This design comes from an exercise in tuning for small area on the open sky130 flow, not from production work.
Function was checked by simulation only, so behaviour that the tests miss may differ from the original.

==> flow/design.v <==
`timescale 1ns / 1ps
`timescale 1ns / 1ps
module Add3Relu8(x, y, z, r);
  input [7:0] x, y, z;
  output [8:0] r;
  wire [9:0] s;
  wire n1;
  wire n2;
  wire n3;
  wire n4;
  wire n5;
  wire n6;
  wire n7;
  wire n8;
  wire n9;
  wire n10;
  wire n11;
  wire n12;
  wire n13;
  wire n14;
  wire n15;
  wire n16;
  wire n17;
  wire n18;
  wire n19;
  wire n20;
  wire n21;
  wire n22;
  wire n23;
  wire n24;
  wire n25;
  wire n26;
  wire n27;
  wire n28;
  wire n29;
  wire n30;
  wire n31;
  wire n32;
  wire n33;
  wire n34;
  wire n35;
  assign n1 = x[0] ^ y[0] ^ z[0];
  assign n2 = (x[0] & y[0]) | (x[0] & z[0]) | (y[0] & z[0]);
  assign n3 = x[1] ^ y[1] ^ z[1];
  assign n4 = (x[1] & y[1]) | (x[1] & z[1]) | (y[1] & z[1]);
  assign n5 = x[2] ^ y[2] ^ z[2];
  assign n6 = (x[2] & y[2]) | (x[2] & z[2]) | (y[2] & z[2]);
  assign n7 = x[3] ^ y[3] ^ z[3];
  assign n8 = (x[3] & y[3]) | (x[3] & z[3]) | (y[3] & z[3]);
  assign n9 = x[4] ^ y[4] ^ z[4];
  assign n10 = (x[4] & y[4]) | (x[4] & z[4]) | (y[4] & z[4]);
  assign n11 = x[5] ^ y[5] ^ z[5];
  assign n12 = (x[5] & y[5]) | (x[5] & z[5]) | (y[5] & z[5]);
  assign n13 = x[6] ^ y[6] ^ z[6];
  assign n14 = (x[6] & y[6]) | (x[6] & z[6]) | (y[6] & z[6]);
  assign n15 = ~x[7] ^ ~y[7] ^ ~z[7];
  assign n16 = (~x[7] & ~y[7]) | (~x[7] & ~z[7]) | (~y[7] & ~z[7]);
  assign n17 = n14 ^ n15 ^ 1;
  assign n18 = (n14 & n15) | (n14 & 1) | (n15 & 1);
  assign n19 = n2 ^ n3;
  assign n20 = n2 & n3;
  assign n21 = n4 ^ n5 ^ n20;
  assign n22 = (n4 & n5) | (n4 & n20) | (n5 & n20);
  assign n23 = n6 ^ n7 ^ n22;
  assign n24 = (n6 & n7) | (n6 & n22) | (n7 & n22);
  assign n25 = n8 ^ n9 ^ n24;
  assign n26 = (n8 & n9) | (n8 & n24) | (n9 & n24);
  assign n27 = n10 ^ n11 ^ n26;
  assign n28 = (n10 & n11) | (n10 & n26) | (n11 & n26);
  assign n29 = n12 ^ n13 ^ n28;
  assign n30 = (n12 & n13) | (n12 & n28) | (n13 & n28);
  assign n31 = n17 ^ n30;
  assign n32 = n17 & n30;
  assign n33 = n16 ^ n18 ^ n32;
  assign n34 = (n16 & n18) | (n16 & n32) | (n18 & n32);
  assign n35 = 1 ^ n34;
  assign s = {n35, n33, n31, n29, n27, n25, n23, n21, n19, n1};
  assign r = s[9] ? 9'd0 : s[8:0];
endmodule
module Add3Relu19(x, y, z, r);
  input [18:0] x, y, z;
  output [18:0] r;
  wire [19:0] s;
  wire n1;
  wire n2;
  wire n3;
  wire n4;
  wire n5;
  wire n6;
  wire n7;
  wire n8;
  wire n9;
  wire n10;
  wire n11;
  wire n12;
  wire n13;
  wire n14;
  wire n15;
  wire n16;
  wire n17;
  wire n18;
  wire n19;
  wire n20;
  wire n21;
  wire n22;
  wire n23;
  wire n24;
  wire n25;
  wire n26;
  wire n27;
  wire n28;
  wire n29;
  wire n30;
  wire n31;
  wire n32;
  wire n33;
  wire n34;
  wire n35;
  wire n36;
  wire n37;
  wire n38;
  wire n39;
  wire n40;
  wire n41;
  wire n42;
  wire n43;
  wire n44;
  wire n45;
  wire n46;
  wire n47;
  wire n48;
  wire n49;
  wire n50;
  wire n51;
  wire n52;
  wire n53;
  wire n54;
  wire n55;
  wire n56;
  wire n57;
  wire n58;
  wire n59;
  wire n60;
  wire n61;
  wire n62;
  wire n63;
  wire n64;
  wire n65;
  wire n66;
  wire n67;
  wire n68;
  wire n69;
  wire n70;
  wire n71;
  wire n72;
  wire n73;
  wire n74;
  wire n75;
  wire n76;
  wire n77;
  wire n78;
  wire n79;
  wire n80;
  wire n81;
  wire n82;
  wire n83;
  wire n84;
  wire n85;
  wire n86;
  wire n87;
  wire n88;
  wire n89;
  wire n90;
  wire n91;
  wire n92;
  wire n93;
  wire n94;
  wire n95;
  wire n96;
  wire n97;
  wire n98;
  wire n99;
  assign n1 = x[0] ^ y[0] ^ z[0];
  assign n2 = (x[0] & y[0]) | (x[0] & z[0]) | (y[0] & z[0]);
  assign n3 = x[1] ^ y[1] ^ z[1];
  assign n4 = (x[1] & y[1]) | (x[1] & z[1]) | (y[1] & z[1]);
  assign n5 = x[2] ^ y[2] ^ z[2];
  assign n6 = (x[2] & y[2]) | (x[2] & z[2]) | (y[2] & z[2]);
  assign n7 = x[3] ^ y[3] ^ z[3];
  assign n8 = (x[3] & y[3]) | (x[3] & z[3]) | (y[3] & z[3]);
  assign n9 = x[4] ^ y[4] ^ z[4];
  assign n10 = (x[4] & y[4]) | (x[4] & z[4]) | (y[4] & z[4]);
  assign n11 = x[5] ^ y[5] ^ z[5];
  assign n12 = (x[5] & y[5]) | (x[5] & z[5]) | (y[5] & z[5]);
  assign n13 = x[6] ^ y[6] ^ z[6];
  assign n14 = (x[6] & y[6]) | (x[6] & z[6]) | (y[6] & z[6]);
  assign n15 = x[7] ^ y[7] ^ z[7];
  assign n16 = (x[7] & y[7]) | (x[7] & z[7]) | (y[7] & z[7]);
  assign n17 = x[8] ^ y[8] ^ z[8];
  assign n18 = (x[8] & y[8]) | (x[8] & z[8]) | (y[8] & z[8]);
  assign n19 = x[9] ^ y[9] ^ z[9];
  assign n20 = (x[9] & y[9]) | (x[9] & z[9]) | (y[9] & z[9]);
  assign n21 = x[10] ^ y[10] ^ z[10];
  assign n22 = (x[10] & y[10]) | (x[10] & z[10]) | (y[10] & z[10]);
  assign n23 = x[11] ^ y[11] ^ z[11];
  assign n24 = (x[11] & y[11]) | (x[11] & z[11]) | (y[11] & z[11]);
  assign n25 = x[12] ^ y[12] ^ z[12];
  assign n26 = (x[12] & y[12]) | (x[12] & z[12]) | (y[12] & z[12]);
  assign n27 = x[13] ^ y[13] ^ z[13];
  assign n28 = (x[13] & y[13]) | (x[13] & z[13]) | (y[13] & z[13]);
  assign n29 = x[14] ^ y[14] ^ z[14];
  assign n30 = (x[14] & y[14]) | (x[14] & z[14]) | (y[14] & z[14]);
  assign n31 = x[15] ^ y[15] ^ z[15];
  assign n32 = (x[15] & y[15]) | (x[15] & z[15]) | (y[15] & z[15]);
  assign n33 = x[16] ^ y[16] ^ z[16];
  assign n34 = (x[16] & y[16]) | (x[16] & z[16]) | (y[16] & z[16]);
  assign n35 = x[17] ^ y[17] ^ z[17];
  assign n36 = (x[17] & y[17]) | (x[17] & z[17]) | (y[17] & z[17]);
  assign n37 = ~x[18] ^ ~y[18] ^ ~z[18];
  assign n38 = (~x[18] & ~y[18]) | (~x[18] & ~z[18]) | (~y[18] & ~z[18]);
  assign n39 = n36 ^ n37 ^ 1;
  assign n40 = (n36 & n37) | (n36 & 1) | (n37 & 1);
  assign n41 = n2 ^ n3;
  assign n42 = n2 & n3;
  assign n43 = n4 ^ n5 ^ n42;
  assign n44 = (n4 & n5) | (n4 & n42) | (n5 & n42);
  assign n45 = n6 ^ n7 ^ n44;
  assign n46 = (n6 & n7) | (n6 & n44) | (n7 & n44);
  assign n47 = n8 ^ n9 ^ n46;
  assign n48 = (n8 & n9) | (n8 & n46) | (n9 & n46);
  assign n49 = n10 ^ n11 ^ n48;
  assign n50 = (n10 & n11) | (n10 & n48) | (n11 & n48);
  assign n51 = n12 ^ n13 ^ n50;
  assign n52 = (n12 & n13) | (n12 & n50) | (n13 & n50);
  assign n53 = n14 ^ n15 ^ n52;
  assign n54 = (n14 & n15) | (n14 & n52) | (n15 & n52);
  assign n55 = n16 ^ n17 ^ n54;
  assign n56 = (n16 & n17) | (n16 & n54) | (n17 & n54);
  assign n57 = n18 ^ n19;
  assign n58 = n18 & n19;
  assign n59 = n20 ^ n21 ^ n58;
  assign n60 = (n20 & n21) | (n20 & n58) | (n21 & n58);
  assign n61 = n22 ^ n23 ^ n60;
  assign n62 = (n22 & n23) | (n22 & n60) | (n23 & n60);
  assign n63 = n24 ^ n25 ^ n62;
  assign n64 = (n24 & n25) | (n24 & n62) | (n25 & n62);
  assign n65 = n26 ^ n27 ^ n64;
  assign n66 = (n26 & n27) | (n26 & n64) | (n27 & n64);
  assign n67 = n28 ^ n29 ^ n66;
  assign n68 = (n28 & n29) | (n28 & n66) | (n29 & n66);
  assign n69 = n30 ^ n31 ^ n68;
  assign n70 = (n30 & n31) | (n30 & n68) | (n31 & n68);
  assign n71 = n32 ^ n33 ^ n70;
  assign n72 = (n32 & n33) | (n32 & n70) | (n33 & n70);
  assign n73 = n34 ^ n35 ^ n72;
  assign n74 = (n34 & n35) | (n34 & n72) | (n35 & n72);
  assign n75 = n39 ^ n74;
  assign n76 = n39 & n74;
  assign n77 = n38 ^ n40 ^ n76;
  assign n78 = (n38 & n40) | (n38 & n76) | (n40 & n76);
  assign n79 = n57 ^ n56;
  assign n80 = n57 & n56;
  assign n81 = n59 ^ n80;
  assign n82 = n59 & n80;
  assign n83 = n61 ^ n82;
  assign n84 = n61 & n82;
  assign n85 = n63 ^ n84;
  assign n86 = n63 & n84;
  assign n87 = n65 ^ n86;
  assign n88 = n65 & n86;
  assign n89 = n67 ^ n88;
  assign n90 = n67 & n88;
  assign n91 = n69 ^ n90;
  assign n92 = n69 & n90;
  assign n93 = n71 ^ n92;
  assign n94 = n71 & n92;
  assign n95 = n73 ^ n94;
  assign n96 = n73 & n94;
  assign n97 = n75 ^ n96;
  assign n98 = n75 & n96;
  assign n99 = n77 ^ n98;
  assign s = {n99, n97, n95, n93, n91, n89, n87, n85, n83, n81, n79, n55, n53, n51, n49, n47, n45, n43, n41, n1};
  assign r = s[19] ? 19'd0 : s[18:0];
endmodule
`timescale 1ns / 1ps
module MulU4S4(a, b, p);
  input [3:0] a;
  input [3:0] b;
  output [7:0] p;
  wire n1;
  wire n2;
  wire n3;
  wire n4;
  wire n5;
  wire n6;
  wire n7;
  wire n8;
  wire n9;
  wire n10;
  wire n11;
  wire n12;
  wire n13;
  wire n14;
  wire n15;
  wire n16;
  wire n17;
  wire n18;
  wire n19;
  wire n20;
  wire n21;
  wire n22;
  wire n23;
  wire n24;
  wire n25;
  assign n1 = (a[2] & b[0]) ^ (a[1] & b[1]) ^ (a[0] & b[2]);
  assign n2 = ((a[2] & b[0]) & (a[1] & b[1])) | ((a[2] & b[0]) & (a[0] & b[2])) | ((a[1] & b[1]) & (a[0] & b[2]));
  assign n3 = (a[3] & b[0]) ^ (a[2] & b[1]) ^ (a[1] & b[2]);
  assign n4 = ((a[3] & b[0]) & (a[2] & b[1])) | ((a[3] & b[0]) & (a[1] & b[2])) | ((a[2] & b[1]) & (a[1] & b[2]));
  assign n5 = ~(a[0] & b[3]) ^ n2 ^ n3;
  assign n6 = (~(a[0] & b[3]) & n2) | (~(a[0] & b[3]) & n3) | (n2 & n3);
  assign n7 = (a[3] & b[1]) ^ (a[2] & b[2]) ^ ~(a[1] & b[3]);
  assign n8 = ((a[3] & b[1]) & (a[2] & b[2])) | ((a[3] & b[1]) & ~(a[1] & b[3])) | ((a[2] & b[2]) & ~(a[1] & b[3]));
  assign n9 = n4 ^ n7 ^ n6;
  assign n10 = (n4 & n7) | (n4 & n6) | (n7 & n6);
  assign n11 = (a[3] & b[2]) ^ ~(a[2] & b[3]) ^ n8;
  assign n12 = ((a[3] & b[2]) & ~(a[2] & b[3])) | ((a[3] & b[2]) & n8) | (~(a[2] & b[3]) & n8);
  assign n13 = (a[1] & b[0]) ^ (a[0] & b[1]);
  assign n14 = (a[1] & b[0]) & (a[0] & b[1]);
  assign n15 = n1 ^ n14;
  assign n16 = n1 & n14;
  assign n17 = 1 ^ n5 ^ n16;
  assign n18 = (1 & n5) | (1 & n16) | (n5 & n16);
  assign n19 = n9 ^ n18;
  assign n20 = n9 & n18;
  assign n21 = n10 ^ n11 ^ n20;
  assign n22 = (n10 & n11) | (n10 & n20) | (n11 & n20);
  assign n23 = ~(a[3] & b[3]) ^ n12 ^ n22;
  assign n24 = (~(a[3] & b[3]) & n12) | (~(a[3] & b[3]) & n22) | (n12 & n22);
  assign n25 = 1 ^ n24;
  assign p = {n25, n23, n21, n19, n17, n15, n13, (a[0] & b[0])};
endmodule
module MulU9S10(a, b, p);
  input [8:0] a;
  input [9:0] b;
  output [18:0] p;
  wire n1;
  wire n2;
  wire n3;
  wire n4;
  wire n5;
  wire n6;
  wire n7;
  wire n8;
  wire n9;
  wire n10;
  wire n11;
  wire n12;
  wire n13;
  wire n14;
  wire n15;
  wire n16;
  wire n17;
  wire n18;
  wire n19;
  wire n20;
  wire n21;
  wire n22;
  wire n23;
  wire n24;
  wire n25;
  wire n26;
  wire n27;
  wire n28;
  wire n29;
  wire n30;
  wire n31;
  wire n32;
  wire n33;
  wire n34;
  wire n35;
  wire n36;
  wire n37;
  wire n38;
  wire n39;
  wire n40;
  wire n41;
  wire n42;
  wire n43;
  wire n44;
  wire n45;
  wire n46;
  wire n47;
  wire n48;
  wire n49;
  wire n50;
  wire n51;
  wire n52;
  wire n53;
  wire n54;
  wire n55;
  wire n56;
  wire n57;
  wire n58;
  wire n59;
  wire n60;
  wire n61;
  wire n62;
  wire n63;
  wire n64;
  wire n65;
  wire n66;
  wire n67;
  wire n68;
  wire n69;
  wire n70;
  wire n71;
  wire n72;
  wire n73;
  wire n74;
  wire n75;
  wire n76;
  wire n77;
  wire n78;
  wire n79;
  wire n80;
  wire n81;
  wire n82;
  wire n83;
  wire n84;
  wire n85;
  wire n86;
  wire n87;
  wire n88;
  wire n89;
  wire n90;
  wire n91;
  wire n92;
  wire n93;
  wire n94;
  wire n95;
  wire n96;
  wire n97;
  wire n98;
  wire n99;
  wire n100;
  wire n101;
  wire n102;
  wire n103;
  wire n104;
  wire n105;
  wire n106;
  wire n107;
  wire n108;
  wire n109;
  wire n110;
  wire n111;
  wire n112;
  wire n113;
  wire n114;
  wire n115;
  wire n116;
  wire n117;
  wire n118;
  wire n119;
  wire n120;
  wire n121;
  wire n122;
  wire n123;
  wire n124;
  wire n125;
  wire n126;
  wire n127;
  wire n128;
  wire n129;
  wire n130;
  wire n131;
  wire n132;
  wire n133;
  wire n134;
  wire n135;
  wire n136;
  wire n137;
  wire n138;
  wire n139;
  wire n140;
  wire n141;
  wire n142;
  wire n143;
  wire n144;
  wire n145;
  wire n146;
  wire n147;
  wire n148;
  wire n149;
  wire n150;
  wire n151;
  wire n152;
  wire n153;
  wire n154;
  wire n155;
  wire n156;
  wire n157;
  wire n158;
  wire n159;
  wire n160;
  wire n161;
  wire n162;
  wire n163;
  wire n164;
  wire n165;
  wire n166;
  wire n167;
  wire n168;
  wire n169;
  wire n170;
  wire n171;
  wire n172;
  wire n173;
  wire n174;
  wire n175;
  wire n176;
  wire n177;
  assign n1 = (a[2] & b[0]) ^ (a[1] & b[1]) ^ (a[0] & b[2]);
  assign n2 = ((a[2] & b[0]) & (a[1] & b[1])) | ((a[2] & b[0]) & (a[0] & b[2])) | ((a[1] & b[1]) & (a[0] & b[2]));
  assign n3 = (a[3] & b[0]) ^ (a[2] & b[1]) ^ (a[1] & b[2]);
  assign n4 = ((a[3] & b[0]) & (a[2] & b[1])) | ((a[3] & b[0]) & (a[1] & b[2])) | ((a[2] & b[1]) & (a[1] & b[2]));
  assign n5 = (a[0] & b[3]) ^ n2 ^ n3;
  assign n6 = ((a[0] & b[3]) & n2) | ((a[0] & b[3]) & n3) | (n2 & n3);
  assign n7 = (a[4] & b[0]) ^ (a[3] & b[1]) ^ (a[2] & b[2]);
  assign n8 = ((a[4] & b[0]) & (a[3] & b[1])) | ((a[4] & b[0]) & (a[2] & b[2])) | ((a[3] & b[1]) & (a[2] & b[2]));
  assign n9 = (a[1] & b[3]) ^ (a[0] & b[4]) ^ n4;
  assign n10 = ((a[1] & b[3]) & (a[0] & b[4])) | ((a[1] & b[3]) & n4) | ((a[0] & b[4]) & n4);
  assign n11 = n7 ^ n6 ^ n9;
  assign n12 = (n7 & n6) | (n7 & n9) | (n6 & n9);
  assign n13 = (a[5] & b[0]) ^ (a[4] & b[1]) ^ (a[3] & b[2]);
  assign n14 = ((a[5] & b[0]) & (a[4] & b[1])) | ((a[5] & b[0]) & (a[3] & b[2])) | ((a[4] & b[1]) & (a[3] & b[2]));
  assign n15 = (a[2] & b[3]) ^ (a[1] & b[4]) ^ (a[0] & b[5]);
  assign n16 = ((a[2] & b[3]) & (a[1] & b[4])) | ((a[2] & b[3]) & (a[0] & b[5])) | ((a[1] & b[4]) & (a[0] & b[5]));
  assign n17 = n8 ^ n13 ^ n15;
  assign n18 = (n8 & n13) | (n8 & n15) | (n13 & n15);
  assign n19 = n10 ^ n17 ^ n12;
  assign n20 = (n10 & n17) | (n10 & n12) | (n17 & n12);
  assign n21 = (a[6] & b[0]) ^ (a[5] & b[1]) ^ (a[4] & b[2]);
  assign n22 = ((a[6] & b[0]) & (a[5] & b[1])) | ((a[6] & b[0]) & (a[4] & b[2])) | ((a[5] & b[1]) & (a[4] & b[2]));
  assign n23 = (a[3] & b[3]) ^ (a[2] & b[4]) ^ (a[1] & b[5]);
  assign n24 = ((a[3] & b[3]) & (a[2] & b[4])) | ((a[3] & b[3]) & (a[1] & b[5])) | ((a[2] & b[4]) & (a[1] & b[5]));
  assign n25 = (a[0] & b[6]) ^ n14 ^ n16;
  assign n26 = ((a[0] & b[6]) & n14) | ((a[0] & b[6]) & n16) | (n14 & n16);
  assign n27 = n21 ^ n23 ^ n18;
  assign n28 = (n21 & n23) | (n21 & n18) | (n23 & n18);
  assign n29 = n25 ^ n27 ^ n20;
  assign n30 = (n25 & n27) | (n25 & n20) | (n27 & n20);
  assign n31 = (a[7] & b[0]) ^ (a[6] & b[1]) ^ (a[5] & b[2]);
  assign n32 = ((a[7] & b[0]) & (a[6] & b[1])) | ((a[7] & b[0]) & (a[5] & b[2])) | ((a[6] & b[1]) & (a[5] & b[2]));
  assign n33 = (a[4] & b[3]) ^ (a[3] & b[4]) ^ (a[2] & b[5]);
  assign n34 = ((a[4] & b[3]) & (a[3] & b[4])) | ((a[4] & b[3]) & (a[2] & b[5])) | ((a[3] & b[4]) & (a[2] & b[5]));
  assign n35 = (a[1] & b[6]) ^ (a[0] & b[7]) ^ n22;
  assign n36 = ((a[1] & b[6]) & (a[0] & b[7])) | ((a[1] & b[6]) & n22) | ((a[0] & b[7]) & n22);
  assign n37 = n24 ^ n31 ^ n33;
  assign n38 = (n24 & n31) | (n24 & n33) | (n31 & n33);
  assign n39 = n26 ^ n35 ^ n37;
  assign n40 = (n26 & n35) | (n26 & n37) | (n35 & n37);
  assign n41 = n28 ^ n39 ^ n30;
  assign n42 = (n28 & n39) | (n28 & n30) | (n39 & n30);
  assign n43 = (a[8] & b[0]) ^ (a[7] & b[1]) ^ (a[6] & b[2]);
  assign n44 = ((a[8] & b[0]) & (a[7] & b[1])) | ((a[8] & b[0]) & (a[6] & b[2])) | ((a[7] & b[1]) & (a[6] & b[2]));
  assign n45 = (a[5] & b[3]) ^ (a[4] & b[4]) ^ (a[3] & b[5]);
  assign n46 = ((a[5] & b[3]) & (a[4] & b[4])) | ((a[5] & b[3]) & (a[3] & b[5])) | ((a[4] & b[4]) & (a[3] & b[5]));
  assign n47 = (a[2] & b[6]) ^ (a[1] & b[7]) ^ (a[0] & b[8]);
  assign n48 = ((a[2] & b[6]) & (a[1] & b[7])) | ((a[2] & b[6]) & (a[0] & b[8])) | ((a[1] & b[7]) & (a[0] & b[8]));
  assign n49 = n32 ^ n34 ^ n43;
  assign n50 = (n32 & n34) | (n32 & n43) | (n34 & n43);
  assign n51 = n45 ^ n47 ^ n36;
  assign n52 = (n45 & n47) | (n45 & n36) | (n47 & n36);
  assign n53 = n38 ^ n49 ^ n51;
  assign n54 = (n38 & n49) | (n38 & n51) | (n49 & n51);
  assign n55 = n40 ^ n53 ^ n42;
  assign n56 = (n40 & n53) | (n40 & n42) | (n53 & n42);
  assign n57 = (a[8] & b[1]) ^ (a[7] & b[2]) ^ (a[6] & b[3]);
  assign n58 = ((a[8] & b[1]) & (a[7] & b[2])) | ((a[8] & b[1]) & (a[6] & b[3])) | ((a[7] & b[2]) & (a[6] & b[3]));
  assign n59 = (a[5] & b[4]) ^ (a[4] & b[5]) ^ (a[3] & b[6]);
  assign n60 = ((a[5] & b[4]) & (a[4] & b[5])) | ((a[5] & b[4]) & (a[3] & b[6])) | ((a[4] & b[5]) & (a[3] & b[6]));
  assign n61 = (a[2] & b[7]) ^ (a[1] & b[8]) ^ ~(a[0] & b[9]);
  assign n62 = ((a[2] & b[7]) & (a[1] & b[8])) | ((a[2] & b[7]) & ~(a[0] & b[9])) | ((a[1] & b[8]) & ~(a[0] & b[9]));
  assign n63 = n44 ^ n46 ^ n48;
  assign n64 = (n44 & n46) | (n44 & n48) | (n46 & n48);
  assign n65 = n57 ^ n59 ^ n61;
  assign n66 = (n57 & n59) | (n57 & n61) | (n59 & n61);
  assign n67 = n50 ^ n63 ^ n65;
  assign n68 = (n50 & n63) | (n50 & n65) | (n63 & n65);
  assign n69 = n52 ^ n67 ^ n54;
  assign n70 = (n52 & n67) | (n52 & n54) | (n67 & n54);
  assign n71 = n69 ^ n56 ^ 1;
  assign n72 = (n69 & n56) | (n69 & 1) | (n56 & 1);
  assign n73 = (a[8] & b[2]) ^ (a[7] & b[3]) ^ (a[6] & b[4]);
  assign n74 = ((a[8] & b[2]) & (a[7] & b[3])) | ((a[8] & b[2]) & (a[6] & b[4])) | ((a[7] & b[3]) & (a[6] & b[4]));
  assign n75 = (a[5] & b[5]) ^ (a[4] & b[6]) ^ (a[3] & b[7]);
  assign n76 = ((a[5] & b[5]) & (a[4] & b[6])) | ((a[5] & b[5]) & (a[3] & b[7])) | ((a[4] & b[6]) & (a[3] & b[7]));
  assign n77 = (a[2] & b[8]) ^ ~(a[1] & b[9]) ^ n58;
  assign n78 = ((a[2] & b[8]) & ~(a[1] & b[9])) | ((a[2] & b[8]) & n58) | (~(a[1] & b[9]) & n58);
  assign n79 = n60 ^ n62 ^ n73;
  assign n80 = (n60 & n62) | (n60 & n73) | (n62 & n73);
  assign n81 = n75 ^ n64 ^ n66;
  assign n82 = (n75 & n64) | (n75 & n66) | (n64 & n66);
  assign n83 = n77 ^ n79 ^ n68;
  assign n84 = (n77 & n79) | (n77 & n68) | (n79 & n68);
  assign n85 = n81 ^ n83 ^ n70;
  assign n86 = (n81 & n83) | (n81 & n70) | (n83 & n70);
  assign n87 = (a[8] & b[3]) ^ (a[7] & b[4]) ^ (a[6] & b[5]);
  assign n88 = ((a[8] & b[3]) & (a[7] & b[4])) | ((a[8] & b[3]) & (a[6] & b[5])) | ((a[7] & b[4]) & (a[6] & b[5]));
  assign n89 = (a[5] & b[6]) ^ (a[4] & b[7]) ^ (a[3] & b[8]);
  assign n90 = ((a[5] & b[6]) & (a[4] & b[7])) | ((a[5] & b[6]) & (a[3] & b[8])) | ((a[4] & b[7]) & (a[3] & b[8]));
  assign n91 = ~(a[2] & b[9]) ^ n74 ^ n76;
  assign n92 = (~(a[2] & b[9]) & n74) | (~(a[2] & b[9]) & n76) | (n74 & n76);
  assign n93 = n87 ^ n89 ^ n78;
  assign n94 = (n87 & n89) | (n87 & n78) | (n89 & n78);
  assign n95 = n80 ^ n91 ^ n82;
  assign n96 = (n80 & n91) | (n80 & n82) | (n91 & n82);
  assign n97 = n93 ^ n95 ^ n84;
  assign n98 = (n93 & n95) | (n93 & n84) | (n95 & n84);
  assign n99 = (a[8] & b[4]) ^ (a[7] & b[5]) ^ (a[6] & b[6]);
  assign n100 = ((a[8] & b[4]) & (a[7] & b[5])) | ((a[8] & b[4]) & (a[6] & b[6])) | ((a[7] & b[5]) & (a[6] & b[6]));
  assign n101 = (a[5] & b[7]) ^ (a[4] & b[8]) ^ ~(a[3] & b[9]);
  assign n102 = ((a[5] & b[7]) & (a[4] & b[8])) | ((a[5] & b[7]) & ~(a[3] & b[9])) | ((a[4] & b[8]) & ~(a[3] & b[9]));
  assign n103 = n88 ^ n90 ^ n99;
  assign n104 = (n88 & n90) | (n88 & n99) | (n90 & n99);
  assign n105 = n101 ^ n92 ^ n103;
  assign n106 = (n101 & n92) | (n101 & n103) | (n92 & n103);
  assign n107 = n94 ^ n105 ^ n96;
  assign n108 = (n94 & n105) | (n94 & n96) | (n105 & n96);
  assign n109 = (a[8] & b[5]) ^ (a[7] & b[6]) ^ (a[6] & b[7]);
  assign n110 = ((a[8] & b[5]) & (a[7] & b[6])) | ((a[8] & b[5]) & (a[6] & b[7])) | ((a[7] & b[6]) & (a[6] & b[7]));
  assign n111 = (a[5] & b[8]) ^ ~(a[4] & b[9]) ^ n100;
  assign n112 = ((a[5] & b[8]) & ~(a[4] & b[9])) | ((a[5] & b[8]) & n100) | (~(a[4] & b[9]) & n100);
  assign n113 = n102 ^ n109 ^ n104;
  assign n114 = (n102 & n109) | (n102 & n104) | (n109 & n104);
  assign n115 = n111 ^ n106 ^ n113;
  assign n116 = (n111 & n106) | (n111 & n113) | (n106 & n113);
  assign n117 = (a[8] & b[6]) ^ (a[7] & b[7]) ^ (a[6] & b[8]);
  assign n118 = ((a[8] & b[6]) & (a[7] & b[7])) | ((a[8] & b[6]) & (a[6] & b[8])) | ((a[7] & b[7]) & (a[6] & b[8]));
  assign n119 = ~(a[5] & b[9]) ^ n110 ^ n117;
  assign n120 = (~(a[5] & b[9]) & n110) | (~(a[5] & b[9]) & n117) | (n110 & n117);
  assign n121 = n112 ^ n119 ^ n114;
  assign n122 = (n112 & n119) | (n112 & n114) | (n119 & n114);
  assign n123 = (a[8] & b[7]) ^ (a[7] & b[8]) ^ ~(a[6] & b[9]);
  assign n124 = ((a[8] & b[7]) & (a[7] & b[8])) | ((a[8] & b[7]) & ~(a[6] & b[9])) | ((a[7] & b[8]) & ~(a[6] & b[9]));
  assign n125 = n118 ^ n123 ^ n120;
  assign n126 = (n118 & n123) | (n118 & n120) | (n123 & n120);
  assign n127 = (a[8] & b[8]) ^ ~(a[7] & b[9]) ^ n124;
  assign n128 = ((a[8] & b[8]) & ~(a[7] & b[9])) | ((a[8] & b[8]) & n124) | (~(a[7] & b[9]) & n124);
  assign n129 = (a[1] & b[0]) ^ (a[0] & b[1]);
  assign n130 = (a[1] & b[0]) & (a[0] & b[1]);
  assign n131 = n1 ^ n130;
  assign n132 = n1 & n130;
  assign n133 = n5 ^ n132;
  assign n134 = n5 & n132;
  assign n135 = n11 ^ n134;
  assign n136 = n11 & n134;
  assign n137 = n19 ^ n136;
  assign n138 = n19 & n136;
  assign n139 = n29 ^ n138;
  assign n140 = n29 & n138;
  assign n141 = n41 ^ n140;
  assign n142 = n41 & n140;
  assign n143 = n55 ^ n142;
  assign n144 = n55 & n142;
  assign n145 = n71 ^ n144;
  assign n146 = n71 & n144;
  assign n147 = n72 ^ n85 ^ n146;
  assign n148 = (n72 & n85) | (n72 & n146) | (n85 & n146);
  assign n149 = n86 ^ n97 ^ n148;
  assign n150 = (n86 & n97) | (n86 & n148) | (n97 & n148);
  assign n151 = n98 ^ n107;
  assign n152 = n98 & n107;
  assign n153 = n108 ^ n115 ^ n152;
  assign n154 = (n108 & n115) | (n108 & n152) | (n115 & n152);
  assign n155 = n116 ^ n121 ^ n154;
  assign n156 = (n116 & n121) | (n116 & n154) | (n121 & n154);
  assign n157 = n122 ^ n125 ^ n156;
  assign n158 = (n122 & n125) | (n122 & n156) | (n125 & n156);
  assign n159 = n126 ^ n127 ^ n158;
  assign n160 = (n126 & n127) | (n126 & n158) | (n127 & n158);
  assign n161 = ~(a[8] & b[9]) ^ n128 ^ n160;
  assign n162 = (~(a[8] & b[9]) & n128) | (~(a[8] & b[9]) & n160) | (n128 & n160);
  assign n163 = 1 ^ n162;
  assign n164 = 1 & n162;
  assign n165 = n151 ^ n150;
  assign n166 = n151 & n150;
  assign n167 = n153 ^ n166;
  assign n168 = n153 & n166;
  assign n169 = n155 ^ n168;
  assign n170 = n155 & n168;
  assign n171 = n157 ^ n170;
  assign n172 = n157 & n170;
  assign n173 = n159 ^ n172;
  assign n174 = n159 & n172;
  assign n175 = n161 ^ n174;
  assign n176 = n161 & n174;
  assign n177 = n163 ^ n176;
  assign p = {n177, n175, n173, n171, n169, n167, n165, n149, n147, n145, n143, n141, n139, n137, n135, n133, n131, n129, (a[0] & b[0])};
endmodule
`timescale 1ns / 1ps
module RegisterFile(clk, Start, WriteState, WriteData, Group, ReadData1, ReadData2, ReadData3);
  parameter PW = 8;
  input clk;
  input Start;
  input [3:0] WriteState;
  input [PW-1:0] WriteData;
  input [4:0] Group;
  output reg [PW-1:0] ReadData1, ReadData2, ReadData3;
  function [3:0] entry_state;
    input integer k;
    integer i;
    reg [3:0] s;
    begin
      s = 4'b0001;
      for (i = 0; i < k; i = i + 1) s = {s[2:0], s[3] ^ s[2]};
      entry_state = s;
    end
  endfunction
  reg [PW-1:0] P [0:14];
  genvar k;
  generate
    for (k = 0; k < 15; k = k + 1) begin : entry
      always @(posedge clk)
        if (Start && WriteState == entry_state(k)) P[k] <= WriteData;
    end
  endgenerate
  integer g;
  always @(*) begin
    ReadData1 = {PW{1'b0}};
    ReadData2 = {PW{1'b0}};
    ReadData3 = {PW{1'b0}};
    for (g = 0; g < 5; g = g + 1) begin
      ReadData1 = ReadData1 | ({PW{Group[g]}} & P[3*g]);
      ReadData2 = ReadData2 | ({PW{Group[g]}} & P[3*g+1]);
      ReadData3 = ReadData3 | ({PW{Group[g]}} & P[3*g+2]);
    end
  end
endmodule
`timescale 1ns / 1ps
module AddressCounter(clk, rst_n, Start, ReadEn, WriteState, Group);
  input clk, rst_n;
  input Start;
  input ReadEn;
  output reg [3:0] WriteState;
  output reg [4:0] Group;
  always @(posedge clk or negedge rst_n) begin
    if (!rst_n) begin
      WriteState <= 4'b0001;
      Group <= 5'b00001;
    end else begin
      if (Start) WriteState <= {WriteState[2:0], WriteState[3] ^ WriteState[2]};
      if (ReadEn) Group <= {Group[3:0], Group[4]};
    end
  end
endmodule
`timescale 1ns / 1ps
module CNN_Single_Layer(clk, rst_n, Start, Image, Filter, ReadEn, ConvResult);
    parameter L  = 1;
    parameter IW = 4;    
    parameter FW = 4;    
    parameter PW = 8;    
    parameter SW = 9;    
    input clk;
    input rst_n;
    input Start;
    input [IW-1:0] Image;
    input signed [FW-1:0] Filter;
    input ReadEn;
    output [SW-1:0] ConvResult;
    wire [3:0] WriteState;
    wire [4:0] Group;
    wire [PW-1:0] MultValue;
    wire [PW-1:0] Rd1, Rd2, Rd3;
    wire [SW-1:0] GroupSum;
    reg  [SW-1:0] T, S;
    generate
      if (L == 1) begin : l1
        MulU4S4 Multiplicator (.a(Image), .b(Filter), .p(MultValue));
        Add3Relu8 ADDER (.x(Rd1), .y(Rd2), .z(Rd3), .r(GroupSum));
      end else begin : l2
        MulU9S10 Multiplicator (.a(Image), .b(Filter), .p(MultValue));
        Add3Relu19 ADDER (.x(Rd1), .y(Rd2), .z(Rd3), .r(GroupSum));
      end
    endgenerate
    AddressCounter AddressCounter (.clk(clk), .rst_n(rst_n), .Start(Start), .ReadEn(ReadEn),
        .WriteState(WriteState), .Group(Group));
    RegisterFile #(.PW(PW)) RegisterFile (.clk(clk), .Start(Start), .WriteState(WriteState),
        .WriteData(MultValue), .Group(Group), .ReadData1(Rd1), .ReadData2(Rd2), .ReadData3(Rd3));
    always @(posedge clk or negedge rst_n) begin
        if (!rst_n) begin
            T <= {SW{1'b0}};
            S <= {SW{1'b0}};
        end else begin
            if (ReadEn) T <= GroupSum;
            S <= T;
        end
    end
    assign ConvResult = S;
endmodule
`timescale 1ns / 1ps
module CNN_Two_Layer( 
clk, rst_n,
Start1, Image, Filter1, ReadEn1,
Start2, Filter2, ReadEn2,
ConvResult
    );
    input clk;
    input rst_n;
    input Start1;
    input [3:0] Image;
    input signed [3:0] Filter1;
    input ReadEn1;
    input Start2;
    input signed [9:0] Filter2;
    input ReadEn2;
    output signed [21:0] ConvResult;
    wire [8:0]  layer1_to_layer2;
    wire [18:0] layer2_out;
    CNN_Single_Layer #(.L(1), .IW(4), .FW(4), .PW(8), .SW(9)) Layer1(.clk(clk), .rst_n(rst_n),
        .Start(Start1), .Image(Image), .Filter(Filter1), .ReadEn(ReadEn1), .ConvResult(layer1_to_layer2));
    CNN_Single_Layer #(.L(2), .IW(9), .FW(10), .PW(19), .SW(19)) Layer2(.clk(clk), .rst_n(rst_n),
        .Start(Start2), .Image(layer1_to_layer2), .Filter(Filter2), .ReadEn(ReadEn2), .ConvResult(layer2_out));
    assign ConvResult = {3'b000, layer2_out};
endmodule
==> flow/run.sh <==
#!/bin/bash
# synth_recipe.tcl (not shown) runs the flow's synth.tcl, then flattens the netlist and writes it again
# the make line also repeats each setting of config.mk as NAME=value (left out here)
make -C /OpenROAD-flow-scripts/flow DESIGN_CONFIG=/design/flow/config.mk WORK_HOME=/design/flow/orfs CLKGATE_MAP_FILE= SYNTH_SCRIPT=/design/flow/synth_recipe.tcl finish
==> flow/config.mk <==
export PLATFORM = sky130hd
export DESIGN_NAME = CNN_Two_Layer
export DESIGN_NICKNAME = CNN_Two_Layer
export VERILOG_FILES = /design/flow/design.v
export SDC_FILE = /design/flow/constraint.sdc
export NUM_CORES = 4
export LEC_CHECK = 0
export ABC_AREA = 1
export CAP_MARGIN = 20
export CORE_MARGIN = 2
export CORE_UTILIZATION = 60
export CTS_BUF_LIST = sky130_fd_sc_hd__clkbuf_4 sky130_fd_sc_hd__clkbuf_8
export CTS_CLUSTER_SIZE = 20
export SLEW_MARGIN = 20
==> flow/constraint.sdc <==
create_clock -name core_clock -period 8.0 [get_ports {clk}]
set_input_delay 1.6000 -clock core_clock [delete_from_list [all_inputs] [get_ports {clk}]]
set_output_delay 1.6000 -clock core_clock [all_outputs]
set_load 0.01 [all_outputs]
==> results of run 1 <==
## sequential cells by signal, summed over array words and instances (netlist names)
register and cells:
Layer1.AddressCounter.Group 5, Layer1.T 9, Layer2.S 19, Layer1.RegisterFile.P 120
Layer1.AddressCounter.WriteState 4, Layer1.S 9, Layer2.RegisterFile.P 285, Layer2.AddressCounter.Group 5
Layer2.T 19, Layer2.AddressCounter.WriteState 4
## Yosys cell counts (all sizes together)
cell type / count
a21oi: 83
buf: 48
clkbuf: 33
conb: 1
dfrtp: 70
dfstp: 4
edfxtp: 405
fa: 126
ha: 46
inv: 256
mux2: 1
nand2: 554
nand3: 52
nand4: 54
nor2: 36
o21ai: 20
o22ai: 3
xnor2: 2
## per-stage QoR
| stage | setup TNS, ns | hold slack, ns | cell area, um2 |
|---|---|---|---|
| after CTS | 0 | 0.373 | 24400 |
| final | 0 | 0.370 | 24400 |
| after floorplan | 0 | 0.354 | 21900 |
| after global placement | -7.27 | 0.360 | 22800 |
| after detailed placement | -8.67 | 0.360 | 22800 |
| after global routing | 0 | 0.382 | 24400 |
## per-layer routing
layer  vias up  track usage, %  share of wire (%)
met5         -               0                  0
met4         0            7.97                2.0
met3        83            4.03                5.6
met2       359            44.2                 49
met1      6497            38.0                 44
li1       5989               -                  -
## how the worst max path moves through the flow
stage                           from                       endpoint  slack (ns)
final                     Filter2[0]   Layer2.RegisterFile.P[1][18]        0.48
after global routing      Filter2[0]   Layer2.RegisterFile.P[4][18]        0.18
after CTS                 Filter2[0]   Layer2.RegisterFile.P[3][18]        0.11
after detailed placement  Filter2[0]  Layer2.RegisterFile.P[14][18]       -0.58
after global placement    Filter2[0]  Layer2.RegisterFile.P[14][18]       -0.49
after floorplan           Filter2[0]   Layer2.RegisterFile.P[0][18]        0.46
## cell usage in the layout, fill, tap and decap left out, drive strengths merged
master         netlist  final
nand2              554    554
edfxtp             405    405
inv                256    257
fa                 126    126
clkbuf              33    112
a21oi               83     83
dfrtp               70     70
nand4               54     54
nand3               52     52
ha                  46     46
clkdlybuf4s50        0     41
nor2                36     36
buf                 48     34
clkinv               0     21
o21ai               20     20
dfstp                4      4
o22ai                3      3
conb                 1      3
bufinv               0      3
xnor2                2      2
diode                0      1
mux2                 1      1
clkinvlp             0      1
## worst register-to-register path, delay by kind of cell (launching register included)
kind / cells / cell delay, ns
flip-flops: 1 / 0.77
AO/OA/AOI/OAI: 1 / 0.08
adder cells (fa/ha/maj): 19 / 5.21
buffers and inverters: 3 / 0.19
XOR/XNOR: 1 / 0.19
AND/OR/NAND/NOR: 5 / 0.74
## cells by family after synthesis
| family | count (synthesis) | synth area share (%) |
|---|---|---|
| DFF | 479 | 64.1 |
| xor gates and xnor gates | 2 | 0.0801 |
| adders and majority gates | 172 | 14.2 |
| buffers and inverters | 337 | 6.25 |
| other | 1 | 0.0171 |
| muxes | 1 | 0.0515 |
| and+or+nand+nor | 696 | 12.9 |
| AOI/OAI and AO/OA | 106 | 2.44 |
## area by class of cell
type	instances	area share [%]
inverters	256	3.93
well taps	461	2.36
diodes	1	0.0102
flip-flops and latches	479	57.4
repair buffers	75	2.78
multi-input cells	980	27.0
clock inverters	26	0.804
clock buffers	112	5.70
==> run notes, run 1 <==
buffers and inverters on the worst path=6; max-cap check violation count=0; most prevalent standard cell on the critical path=sky130_fd_sc_hd__fa_1; vias after detailed routing=about 13000; number of design rule violations left after detail routing=0; critical path class=primary input to flop; hold_sp=Layer1.T[4]; fin util=between 60% and 70%; Reg-to-Reg Start=Layer2.AddressCounter.Group[0]; final std cells w/o fill=2390; top area cells in the synthesized netlist=sky130_fd_sc_hd__edfxtp_1 (56%), sky130_fd_sc_hd__fa_1 (12%), sky130_fd_sc_hd__nand2_1 (9.5%); Final Hold Violating Endpoints=0; final net count=roughly 2100; highest clock rate=~130 MHz; post-synthesis cell count=~1800; Final min period=about 7.5 ns; Die Outline Area=0.0380 mm2; number of port buffers=42; global-route wire length before repair=roughly 77000 um; dominant cell type by area after synthesis=sky130_fd_sc_hd__edfxtp_1; die boundary height=~190 um; global route total overflow=0; drt via density=5.41; Worst Path Max Fanout=15; register cell area after layout=roughly 0.014 mm2; mean post-synth cell area=roughly 12 um2; CP Data Arrival Time=around 8 ns; fill cell instance count of the final layout=~2700; slack of the worst reg-to-reg path=approximately 0.68 ns; CTS Root Cell=sky130_fd_sc_hd__clkbuf_8; worst-case setup slack after placement=-0.579 ns; clock-pin slew on the worst setup and hold paths=~0.050 ns; Setup Viol. Count Final=0; hold buffer count at cts=0; stage delay of the slowest cell on the critical path=between 0.5 and 0.6 ns; Stages on worst setup path=25; endpoint with the worst hold slack=Layer1.S[4]; Crit Reg-Reg Endpoint=Layer2.T[13]; delay-heaviest family, CP=adder cells; placed wire-length estimate after detailed placement=about 30000 um; area inside the core boundary=0.0357 mm2; Fin Clk Skew=0.0296 ns; number of synthesized register bits=around 480; summed instance area of the synthesized netlist=about 0.022 mm2; required time reported for the critical path endpoint=about 8.3 ns; library cells used by synthesis=25; Yosys warnings=7; clock tree from TritonCTS=yes; number of cell rows=69; Tightest Hold Check Type=flop to flop; transition at the pin with the smallest max-transition slack=about 1 ns; pin count of the biggest net entering global routing=between 70 and 80; Area growth, synth to finish=11.7%; sinks on the clock net=~480; share of the synthesized area in the top cell type=a little under three fifths; effective utilization at floorplan=approximately three fifths; CTS max path bufs=3; number of global-route vias before repair=13200; status=timing/DRC/antenna clean; final count of pins violating max slew=0; die width=between 150 and 200 um; post-cts gate resize count=0; Inst Count DP=approximately 2300; Avg WL per Cell=~20 um; total I/O pin count=between 40 and 50; Final period util=94.0%; area of combinational cells with multiple inputs=approximately 0.0066 mm2; Reg2Reg Depth=29; WL final=48500 um; final weighted congestion in routability-driven placement=0.815; initial antenna violation count=0; worst slew slack as a fraction of its limit=32.3%; CP Capture Type=flop; overall global routing resource usage=between 20 and 30%; slowest cell on the critical path=sky130_fd_sc_hd__xnor2_2; Worst Setup Slack, final=0.476 ns; initial DRC count=861; count of buffers added by post-CTS timing repair for setup=0; Worst Setup Start Kind=primary input; Clk Latency, worst-skew pair=around 0.64 ns; number of H-tree branching levels=3; RSZ-0062 raised after global routing=false; share of cells above drive strength 1=9.65%; part of the Yosys area used for sequential elements=64.1%; number of iterations in the first detailed-routing pass=5; count of antenna-violating nets left after detailed routing=0; Hold Path Cell Cnt=0; TritonCTS Buffers=slightly below 80
==> inputs of run 2 (changes only) <==
--- a/flow/config.mk
+++ b/flow/config.mk
@@ -10,4 +10,5 @@
 export CORE_MARGIN = 2
-export CORE_UTILIZATION = 60
-export CTS_BUF_LIST = sky130_fd_sc_hd__clkbuf_4 sky130_fd_sc_hd__clkbuf_8
+export CORE_UTILIZATION = 70
+export CTS_BUF_LIST = sky130_fd_sc_hd__clkbuf_8
+export CTS_CLUSTER_DIAMETER = 50
 export CTS_CLUSTER_SIZE = 20
==> run 2 against run 1 <==
Largest cell class unchanged. Still clean on timing, DRC and antenna. Critical path depth up 1. Worst hold slack better by 0.0019 ns.
==> run notes, run 2 <==
status=timing/DRC/antenna clean; sinks on the clock net=~480; library cells used by synthesis=25; worst-case setup slack after placement=-0.0543 ns; Clk Latency, worst-skew pair=~0.58 ns; most common cell after layout, fill and taps aside=sky130_fd_sc_hd__nand2_1; Avg WL per Cell=around 20 um; number of global-route vias before repair=around 13000; max-cap check violation count=0; Reg2Reg Depth=29; Tightest Hold Check Type=flop to flop; number of flip-flops in the largest register=about 290; highest clock rate=134 MHz; number of enable flip-flop cells after synthesis=405; total I/O pin count=46; placed wire-length estimate after detailed placement=roughly 30000 um; number of port buffers=42; Synth async-reset ratio=about 15%; GRT met3 Usage=~3.3%; Yosys warnings=7; number of cell rows=64; top area cells in the synthesized netlist=sky130_fd_sc_hd__edfxtp_1 (56%), sky130_fd_sc_hd__fa_1 (12%), sky130_fd_sc_hd__nand2_1 (9.5%); global-route wire length before repair=between 70000 and 80000 um; mean post-synth cell area=between 10 and 15 um2; commonest cells after routing, fill and taps aside=sky130_fd_sc_hd__nand2_1 (552), sky130_fd_sc_hd__edfxtp_1 (405), sky130_fd_sc_hd__inv_1 (263), sky130_fd_sc_hd__fa_1 (126), sky130_fd_sc_hd__a21oi_1 (83); met2 routing resource usage after global routing=between 50% and 60%; required time reported for the critical path endpoint=approximately 8.3 ns; final std cells w/o fill=around 2300; Worst Setup Slack, final=0.521 ns; hold buffer count at cts=0; Setup Viol. Count Final=0; global route total overflow=0; largest registers=Layer2.RegisterFile.P: 285 flops, Layer1.RegisterFile.P: 120 flops; drt via density=between 5 and 6; vias after detailed routing=12800; Final period util=between 90% and 100%; Hold Path Cell Cnt=0; Worst Path Max Fanout=15; Final Hold Violating Endpoints=0; area inside the core boundary=around 0.03 mm2; Fin Clk Skew=0.0404 ns; CP Capture Type=flop; die boundary height=about 180 um; most used flip-flop cell after synthesis=sky130_fd_sc_hd__edfxtp_1; clock tree from TritonCTS=yes; number of iterations in the first detailed-routing pass=5; critical path class=primary input to flop; number of H-tree branching levels=2; number of synthesized register bits=about 480; Inst Count DP=about 2200; Antenna Diode Count=0; TritonCTS Buffers=36; most used standard cell by instance count after synthesis=sky130_fd_sc_hd__nand2_1; share of cells above drive strength 1=approximately 6.2%; transition at the pin with the smallest max-transition slack=approximately 1 ns; initial DRC count=1081; number of design rule violations left after detail routing=0; WL final=45800 um; global-route met1 utilization=between 40% and 50%; count of antenna-violating nets left after detailed routing=0; part of the Yosys area used for sequential elements=between 60% and 70%; Die Outline Area=about 0.033 mm2; worst slew slack as a fraction of its limit=between 30% and 40%; Area growth, synth to finish=7.16%; summed instance area of the synthesized netlist=0.0219 mm2; final net count=approximately 2000; effective utilization at floorplan=71.3%; CTS Root Cell=sky130_fd_sc_hd__clkbuf_8; Sum Neg Setup Slack=0 ns; clock-pin slew on the worst setup and hold paths=about 0.1 ns; RSZ-0062 raised after global routing=false; Final min period=approximately 7.5 ns; CP Data Arrival Time=7.78 ns; count of buffers added by post-CTS timing repair for setup=0; dominant cell type by area after synthesis=sky130_fd_sc_hd__edfxtp_1; die width=181 um; global route hottest layer=met2; commonest cells in the synthesized netlist=sky130_fd_sc_hd__nand2_1 (552), sky130_fd_sc_hd__edfxtp_1 (405), sky130_fd_sc_hd__inv_1 (255), sky130_fd_sc_hd__fa_1 (126), sky130_fd_sc_hd__a21oi_1 (83); pin count of the biggest net entering global routing=75; final count of pins violating max slew=0; post-cts gate resize count=0; share of the synthesized area in the top cell type=a little under three fifths; Worst Setup Start Kind=primary input; post-synthesis cell count=about 1800; overall global routing resource usage=between 20 and 30%; largest register by flop count=Layer2.RegisterFile.P; final weighted congestion in routability-driven placement=approximately 0.83; initial antenna violation count=0; CTS max path bufs=3
run 2: metal layers:
metal  share of wire [%]  up-vias
met5                   0        -
met4                 2.1        0
met3                 6.1       70
met2                  51      455
met1                  41     6367
li1                    -     5874
run 2: worst max-delay path, stage by stage:
cell and delay, ns:
sky130_fd_sc_hd__clkdlybuf4s50_1 0.43, sky130_fd_sc_hd__nand2_1 0.07, sky130_fd_sc_hd__inv_1 0.06, sky130_fd_sc_hd__fa_1 0.41, sky130_fd_sc_hd__inv_1 0.07, sky130_fd_sc_hd__fa_1 0.42
sky130_fd_sc_hd__fa_1 0.40, sky130_fd_sc_hd__fa_1 0.42, sky130_fd_sc_hd__fa_1 0.44, sky130_fd_sc_hd__fa_1 0.38, sky130_fd_sc_hd__inv_1 0.09, sky130_fd_sc_hd__fa_1 0.42
sky130_fd_sc_hd__ha_1 0.21, sky130_fd_sc_hd__ha_1 0.18, sky130_fd_sc_hd__inv_1 0.06, sky130_fd_sc_hd__fa_1 0.15, sky130_fd_sc_hd__inv_1 0.05, sky130_fd_sc_hd__fa_1 0.39
sky130_fd_sc_hd__ha_1 0.21, sky130_fd_sc_hd__ha_1 0.18, sky130_fd_sc_hd__ha_1 0.23, sky130_fd_sc_hd__ha_1 0.20, sky130_fd_sc_hd__ha_1 0.18, sky130_fd_sc_hd__ha_1 0.20
sky130_fd_sc_hd__xnor2_1 0.14, sky130_fd_sc_hd__buf_4 0.19
run 2: cell type report:
cell class / count / area, um2
repair buffers: 74 / 658
well taps: 396 / 495
fillers: 1933 / 7230
flip-flops and latches: 479 / 14000
inverters: 256 / 961
clock buffers: 38 / 523
multi-input cells: 980 / 6580
clock inverters: 28 / 201
run 2: final timing paths:
| check | end | slack, ns | from |
|---|---|---|---|
| worst max-delay path | Layer2.RegisterFile.P[6][18] | 0.52 | Filter2[0] |
| worst min-delay path | Layer1.S[8] | 0.37 | Layer1.T[8] |
| worst max register to register | Layer2.T[10] | 0.78 | Layer2.AddressCounter.Group[0] |
| worst min register to register | Layer1.S[8] | 0.37 | Layer1.T[8] |
| max in group asynchronous | Layer1.AddressCounter.Group[4] | 6.15 | rst_n |
| min in group asynchronous | Layer2.AddressCounter.Group[3] | 1.15 | rst_n |
run 2: stage by stage:
step                utilization, %  cell area [um2]  hold slack, ns
floorplan                        -            21900           0.354
global placement              74.1            22700           0.357
detailed placement            74.1            22700           0.359
CTS                           76.4            23400           0.380
global route                  76.4            23400           0.396
finish                        76.4            23400           0.372
run 2: cell families after synthesis:
| kind of cell | share of synthesized area [%] |
|---|---|
| DFF | 64.1 |
| adders and majority gates | 14.2 |
| other | 0.0171 |
| and+or+nand+nor | 12.9 |
| xor gates and xnor gates | 0.0801 |
| AOI/OAI and AO/OA | 2.44 |
| buffers and inverters | 6.25 |
| muxes | 0.0515 |
==> inputs of run 3 (changes only) <==
--- a/flow/config.mk
+++ b/flow/config.mk
@@ -10,6 +10,6 @@
 export CORE_MARGIN = 2
-export CORE_UTILIZATION = 70
+export CORE_UTILIZATION = 60
 export CTS_BUF_LIST = sky130_fd_sc_hd__clkbuf_8
-export CTS_CLUSTER_DIAMETER = 50
-export CTS_CLUSTER_SIZE = 20
+export CTS_CLUSTER_DIAMETER = 60
+export CTS_CLUSTER_SIZE = 16
 export SLEW_MARGIN = 20
==> run 3 against run 2 <==
Synthesized cell count did not move. Clock-buffer cell count rose by 2. Clock skew fell by 0.0091 ns. Fmax fell by 0.64%. Via count fell by 0.78%. Largest cell class unchanged.
==> run notes, run 3 <==
status=timing/DRC/antenna clean; largest registers=Layer2.RegisterFile.P: 285 flops, Layer1.RegisterFile.P: 120 flops; CTS max path bufs=3; top area cells in the synthesized netlist=sky130_fd_sc_hd__edfxtp_1 (56%), sky130_fd_sc_hd__fa_1 (12%), sky130_fd_sc_hd__nand2_1 (9.5%); CTS Root Cell=sky130_fd_sc_hd__clkbuf_8; die width=around 190 um; highest clock rate=roughly 130 MHz; slowest cell on the critical path=sky130_fd_sc_hd__xnor2_2; buffers and inverters on the worst path=6; number of cell rows=69; Worst Path Max Fanout=15; final count of pins violating max slew=0; clock-pin slew on the worst setup and hold paths=roughly 0.09 ns; max-cap check violation count=0; Die Outline Area=approximately 0.038 mm2; number of design rule violations left after detail routing=0; critical path class=primary input to flop; commonest cells in the synthesized netlist=sky130_fd_sc_hd__nand2_1 (552), sky130_fd_sc_hd__edfxtp_1 (405), sky130_fd_sc_hd__inv_1 (255), sky130_fd_sc_hd__fa_1 (126), sky130_fd_sc_hd__a21oi_1 (83); final net count=2025; vias after detailed routing=12700; worst-case setup slack after placement=-0.579 ns; dominant cell type by area after synthesis=sky130_fd_sc_hd__edfxtp_1; WL final=47800 um; transition at the pin with the smallest max-transition slack=0.990 ns; Stages on worst setup path=25; area inside the core boundary=roughly 0.036 mm2; die boundary height=between 150 and 200 um; most used flip-flop cell after synthesis=sky130_fd_sc_hd__edfxtp_1; share of the synthesized area in the top cell type=55.6%; library cells used by synthesis=25; number of H-tree branching levels=2; mean post-synth cell area=~12 um2; Yosys warnings=7; overall global routing resource usage=about a quarter; largest register by flop count=Layer2.RegisterFile.P; commonest cells after routing, fill and taps aside=sky130_fd_sc_hd__nand2_1 (552), sky130_fd_sc_hd__edfxtp_1 (405), sky130_fd_sc_hd__inv_1 (277), sky130_fd_sc_hd__fa_1 (126), sky130_fd_sc_hd__a21oi_1 (83); Clk Latency, worst-skew pair=about 0.63 ns; drt via density=5.46; Synth async-reset ratio=15.4%; Final min period=approximately 7.5 ns; slack of the worst reg-to-reg path=between 0.7 and 0.8 ns; CP Data Arrival Time=~7.9 ns; Avg WL per Cell=slightly above 20 um; smallest hold slack=0.382 ns; count of antenna-violating nets left after detailed routing=0; Reg2Reg Depth=29; part of the Yosys area used for sequential elements=between 60% and 70%; number of port buffers=42; required time reported for the critical path endpoint=about 8.3 ns; Worst Setup Slack, final=approximately 0.47 ns; effective utilization at floorplan=61.2%; Fin Clk Skew=0.0314 ns; RSZ-0062 raised after global routing=false; initial antenna violation count=0; number of iterations in the first detailed-routing pass=5; clock tree from TritonCTS=yes; sinks on the clock net=around 480; worst slew slack as a fraction of its limit=between 30% and 40%; final weighted congestion in routability-driven placement=0.815; pin count of the biggest net entering global routing=75; Worst Setup Start Kind=primary input; total I/O pin count=46; CP Capture Type=flop; fill cell instance count of the final layout=2732; global route total overflow=0; post-cts gate resize count=0; count of buffers added by post-CTS timing repair for setup=0; Sum Neg Setup Slack=0 ns; Tightest Hold Check Type=flop to flop; number of synthesized register bits=~480; summed instance area of the synthesized netlist=roughly 0.022 mm2; number of enable flip-flop cells after synthesis=405; delay-heaviest family, CP=adder cells; Hold Path Cell Cnt=0; placed wire-length estimate after detailed placement=just over 30000 um; stage delay of the slowest cell on the critical path=roughly 0.52 ns; Final Hold Violating Endpoints=0; most used standard cell by instance count after synthesis=sky130_fd_sc_hd__nand2_1; most common cell after layout, fill and taps aside=sky130_fd_sc_hd__nand2_1; TritonCTS Buffers=37; most prevalent standard cell on the critical path=sky130_fd_sc_hd__fa_1; hold buffer count at cts=0; share of cells above drive strength 1=5.81%; global-route wire length before repair=74900 um; initial DRC count=around 800; Setup Viol. Count Final=0; Antenna Diode Count=0; number of global-route vias before repair=between 10000 and 15000; Area growth, synth to finish=7.50%; number of flip-flops in the largest register=between 200 and 300; Final period util=between 90% and 100%; post-synthesis cell count=about 1800
==> run 3: cell counts after synthesis <==
No cell type changed its count.
==> run 3: layout make-up <==
type / instances / area [um2] / share of cell area (%)
sequential: 479 / 14000 / 59.6
multi-input combinational: 980 / 6600 / 28.0
inverter: 256 / 961 / 4.09
timing repair buffer: 75 / 678 / 2.88
tap: 461 / 577 / 2.45
clock buffer: 40 / 551 / 2.34
clock inverter: 28 / 129 / 0.548
==> run 3: kinds of logic after synthesis <==
group                      synth area share (%)
and+or+nand+nor                            12.9
other                                    0.0171
adders and majority gates                  14.2
DFF                                        64.1
xor gates and xnor gates                 0.0801
muxes                                    0.0515
AOI/OAI and AO/OA                          2.44
buffers and inverters                      6.25
==> run 3: worst paths after layout <==
path / from / end
worst min-delay path: Layer2.T[12] / Layer2.S[12]
max in group asynchronous: rst_n / Layer2.AddressCounter.WriteState[0]
min in group asynchronous: rst_n / Layer2.AddressCounter.Group[1]
worst max register to register: Layer2.AddressCounter.Group[0] / Layer2.T[13]
worst max-delay path: Filter2[0] / Layer2.RegisterFile.P[3][18]
worst min register to register: Layer2.T[12] / Layer2.S[12]
==> run 3: through the flow <==
stage	util, %	instance area [um2]	instances
3_5_place_dp	63.8	22800	2250
6_report	65.8	23500	2319
5_1_grt	65.8	23500	2319
3_3_place_gp	63.8	22800	2250
4_1_cts	65.7	23500	2318
2_1_floorplan	-	21900	1796
==> run 3: metal layers <==
layer,global-route usage (%),part of all wire [%],routed length [um],up-vias
met1,37.9,45,21400,6421
met5,0,0,0,-
li1,-,-,-,5873
met4,6.53,1.8,864,0
met3,3.14,5.0,2390,56
met2,43.7,48,23200,317
==> inputs of run 4 (changes only) <==
--- a/flow/config.mk
+++ b/flow/config.mk
@@ -7,4 +7,4 @@
 export LEC_CHECK = 0
-export ABC_AREA = 1
-export CAP_MARGIN = 20
+export ABC_AREA = 0
+export CAP_MARGIN = 0
 export CORE_MARGIN = 2
@@ -14,2 +14,2 @@
 export CTS_CLUSTER_SIZE = 16
-export SLEW_MARGIN = 20
+export SLEW_MARGIN = 0
==> run 4 against run 3 <==
Cell count down 18%. Critical path depth up 4.
==> run notes, run 4 <==
status=timing/DRC/antenna clean; highest clock rate=between 100 and 150 MHz; final net count=1616; effective utilization at floorplan=between 60% and 70%; mean post-synth cell area=~16 um2; Final Hold Violating Endpoints=0; commonest cells after routing, fill and taps aside=sky130_fd_sc_hd__edfxtp_1 (405), sky130_fd_sc_hd__inv_1 (244), sky130_fd_sc_hd__fa_1 (126), sky130_fd_sc_hd__nand2_1 (92), sky130_fd_sc_hd__a222oi_1 (81); WL met2=about 23000 um; die boundary height=between 150 and 200 um; CP Capture Type=flop; Hold Path Cell Cnt=0; global route total overflow=0; register cell area after layout=approximately 0.014 mm2; Yosys warnings=7; final weighted congestion in routability-driven placement=a little over 0.8; DRT met1 WL=approximately 19000 um; number of cell rows=69; overall global routing resource usage=25.2%; required time reported for the critical path endpoint=roughly 8.4 ns; commonest cells in the synthesized netlist=sky130_fd_sc_hd__edfxtp_1 (405), sky130_fd_sc_hd__inv_1 (229), sky130_fd_sc_hd__fa_1 (126), sky130_fd_sc_hd__nand2_1 (92), sky130_fd_sc_hd__a222oi_1 (81); number of port buffers=42; largest register by flop count=Layer2.RegisterFile.P; post-synthesis cell count=approximately 1400; transition at the pin with the smallest max-transition slack=approximately 1 ns; number of design rule violations left after detail routing=0; worst slew slack as a fraction of its limit=about a third; top area cells in the synthesized netlist=sky130_fd_sc_hd__edfxtp_1 (56%), sky130_fd_sc_hd__fa_1 (12%), sky130_fd_sc_hd__dfrtp_1 (8.1%); initial DRC count=slightly above 1000; number of iterations in the first detailed-routing pass=6; final count of pins violating max slew=0; number of global-route vias before repair=roughly 12000; Final period util=between 90 and 100%; Antenna Diode Count=0; Avg WL per Cell=23.9 um; count of buffers added by post-CTS timing repair for setup=0; critical path class=flop to flop; fin util=65.8%; sinks on the clock net=between 400 and 500; final std cells w/o fill=1909; global-route wire length before repair=approximately 70000 um; TritonCTS Buffers=39; most prevalent standard cell on the critical path=sky130_fd_sc_hd__ha_1; Final min period=approximately 7.4 ns; pin count of the biggest net entering global routing=75; CTS Root Cell=sky130_fd_sc_hd__clkbuf_8; slack of the worst reg-to-reg path=slightly below 0.6 ns; largest registers=Layer2.RegisterFile.P: 285 flops, Layer1.RegisterFile.P: 120 flops; number of H-tree branching levels=2; dominant cell type by area after synthesis=sky130_fd_sc_hd__edfxtp_1; Die Outline Area=about 0.038 mm2; library cells used by synthesis=30; Tightest Hold Check Type=flop to flop; share of the synthesized area in the top cell type=around 56%; vias after detailed routing=around 11000; Fin Clk Skew=0.0272 ns; Reg-to-Reg Start=Layer2.AddressCounter.Group[4]; most used flip-flop cell after synthesis=sky130_fd_sc_hd__edfxtp_1; fill cell instance count of the final layout=approximately 2600; total I/O pin count=46; initial antenna violation count=0; Area growth, synth to finish=8.00%; RSZ-0062 raised after global routing=false; CTS max path bufs=3; count of antenna-violating nets left after detailed routing=0; area of combinational cells with multiple inputs=0.00649 mm2; share of cells above drive strength 1=between 10% and 20%; hold_sp=Layer1.T[7]; summed instance area of the synthesized netlist=around 0.022 mm2; most common cell after layout, fill and taps aside=sky130_fd_sc_hd__edfxtp_1; clock-pin slew on the worst setup and hold paths=0.10 ns; die width=194 um; CP Data Arrival Time=7.85 ns; endpoint with the worst hold slack=Layer1.S[7]; Synth async-reset ratio=about 15%; number of flip-flops in the largest register=between 200 and 300; Reg2Reg Depth=29; Clk Latency, worst-skew pair=roughly 0.60 ns; max-cap check violation count=0; Worst Setup Start Kind=flop; Crit Reg-Reg Endpoint=Layer2.T[0]; area inside the core boundary=~0.035 mm2; stage delay of the slowest cell on the critical path=between 0.8 and 0.9 ns; number of synthesized register bits=479; wire length on met3=about 2400 um; WL final=between 40000 and 50000 um; clock tree from TritonCTS=yes; drt via density=5.98; Worst Path Max Fanout=27; placed wire-length estimate after detailed placement=~28000 um; Inst Count DP=1840; number of enable flip-flop cells after synthesis=405; most used standard cell by instance count after synthesis=sky130_fd_sc_hd__edfxtp_1; part of the Yosys area used for sequential elements=between 60% and 70%; Setup Viol. Count Final=0; slowest cell on the critical path=sky130_fd_sc_hd__dfrtp_2; uppermost routed layer=met4
run 4: cell types whose count changed in the layout (fill, tap and decap cells not counted), sizes merged, moves of 44 or more:
cell,delta
a21oi,-83
nand3,-44
nand4,-54
a222oi,+81
and2,+80
nand2,-462
a221oi,+54
run 4: critical path: cells and delay by family (launching register included):
kind                     cells  cell delay [ns]
adder cells (fa/ha/maj)     19             5.20
XOR/XNOR                     2             0.39
flip-flops                   1             0.87
buffers and inverters        5             0.50
AO/OA/AOI/OAI                3             0.29
run 4: worst max path at each step:
stage / to / depth (start not counted) / slack [ns] / start
finish: Layer2.T[0] / 29 / 0.58 / Layer2.AddressCounter.Group[4]
global route: Layer2.T[0] / 29 / 0.17 / Layer2.AddressCounter.Group[4]
CTS: Layer2.RegisterFile.P[10][18] / 24 / 0.26 / Filter2[0]
detailed placement: Layer2.RegisterFile.P[4][18] / 24 / -0.38 / Filter2[0]
global placement: Layer2.RegisterFile.P[13][18] / 24 / -0.31 / Filter2[0]
floorplan: Layer2.RegisterFile.P[0][18] / 23 / 0.60 / Filter2[0]
run 4: layout make-up:
class                   instances  share of cell area, %
clock buffers                  40                   2.36
clock inverters                29                  0.820
inverters                     229                   3.68
multi-input cells             598                   27.8
flip-flops and latches        479                   60.1
well taps                     461                   2.47
repair buffers                 73                   2.82
run 4: kinds of logic after synthesis:
| group | synth area share [%] |
|---|---|
| xor gates and xnor gates | 0.197 |
| adders and majority gates | 14.3 |
| muxes | 0.625 |
| other | 0.0173 |
| DFF | 64.8 |
| and+or+nand+nor | 4.85 |
| AOI/OAI and AO/OA | 9.45 |
| buffers and inverters | 5.68 |
run 4: per-stage QoR:
step	worst slack [ns]	hold slack [ns]	cell area, um2	TNS (ns)
floorplan	0.601	0.354	21600	0
global route	0.172	0.364	23300	0
finish	0.584	0.365	23300	0
detailed placement	-0.380	0.364	22600	-5.70
global placement	-0.305	0.359	22600	-4.57
CTS	0.259	0.364	23300	0
run 4: layer usage:
layer	GRT usage, %	vias up
li1	-	5039
met1	34.7	5931
met2	43.1	364
met3	3.18	80
met4	7.01	0
met5	0	-
run 4: repair_timing:
item,in CTS,in global routing
gates resized for setup,0,1
endpoints found under the setup margin,0,15
hold buffers,0,0

what the ideal ports hide:
Ports are ideal in the flow. The routed layouts listed here were re-timed in OpenROAD. Step 1: set_driving_cell puts a clkbuf_16 on clk and a buf_2 on each other input, an assumption about the parent block. Step 2 adds t to the input delays and takes it off the output delays; t is the mean of the earliest and latest rising clock arrival at the registers after step 1. Input paths then give back, and output paths get back, about the clock's delay inside the block. Slacks: no drivers / after step 1 / after step 2; pairs: no drivers / after step 1.
| run | t (ns) | setup slack, ns | latest minus earliest clock arrival (ns) | slew at the worst register clock pin (ns) |
|---|---|---|---|---|
| run 1 | 0.677 | 0.476 / 0.509 / -0.169 | 0.031 / 0.031 | 0.07 / 0.07 |
| run 2 | 0.611 | 0.521 / 0.551 / -0.060 | 0.041 / 0.042 | 0.12 / 0.12 |
| run 3 | 0.668 | 0.473 / 0.502 / -0.166 | 0.032 / 0.032 | 0.11 / 0.11 |
| run 4 | 0.645 | 0.584 / 0.584 / -0.023 | 0.031 / 0.031 | 0.10 / 0.10 |
With both steps, setup timing fails in every run listed, where it was met with ideal ports. The setup slack of run 1, which loses most, moves by +0.033 ns with the drivers and by -0.645 ns with both steps.
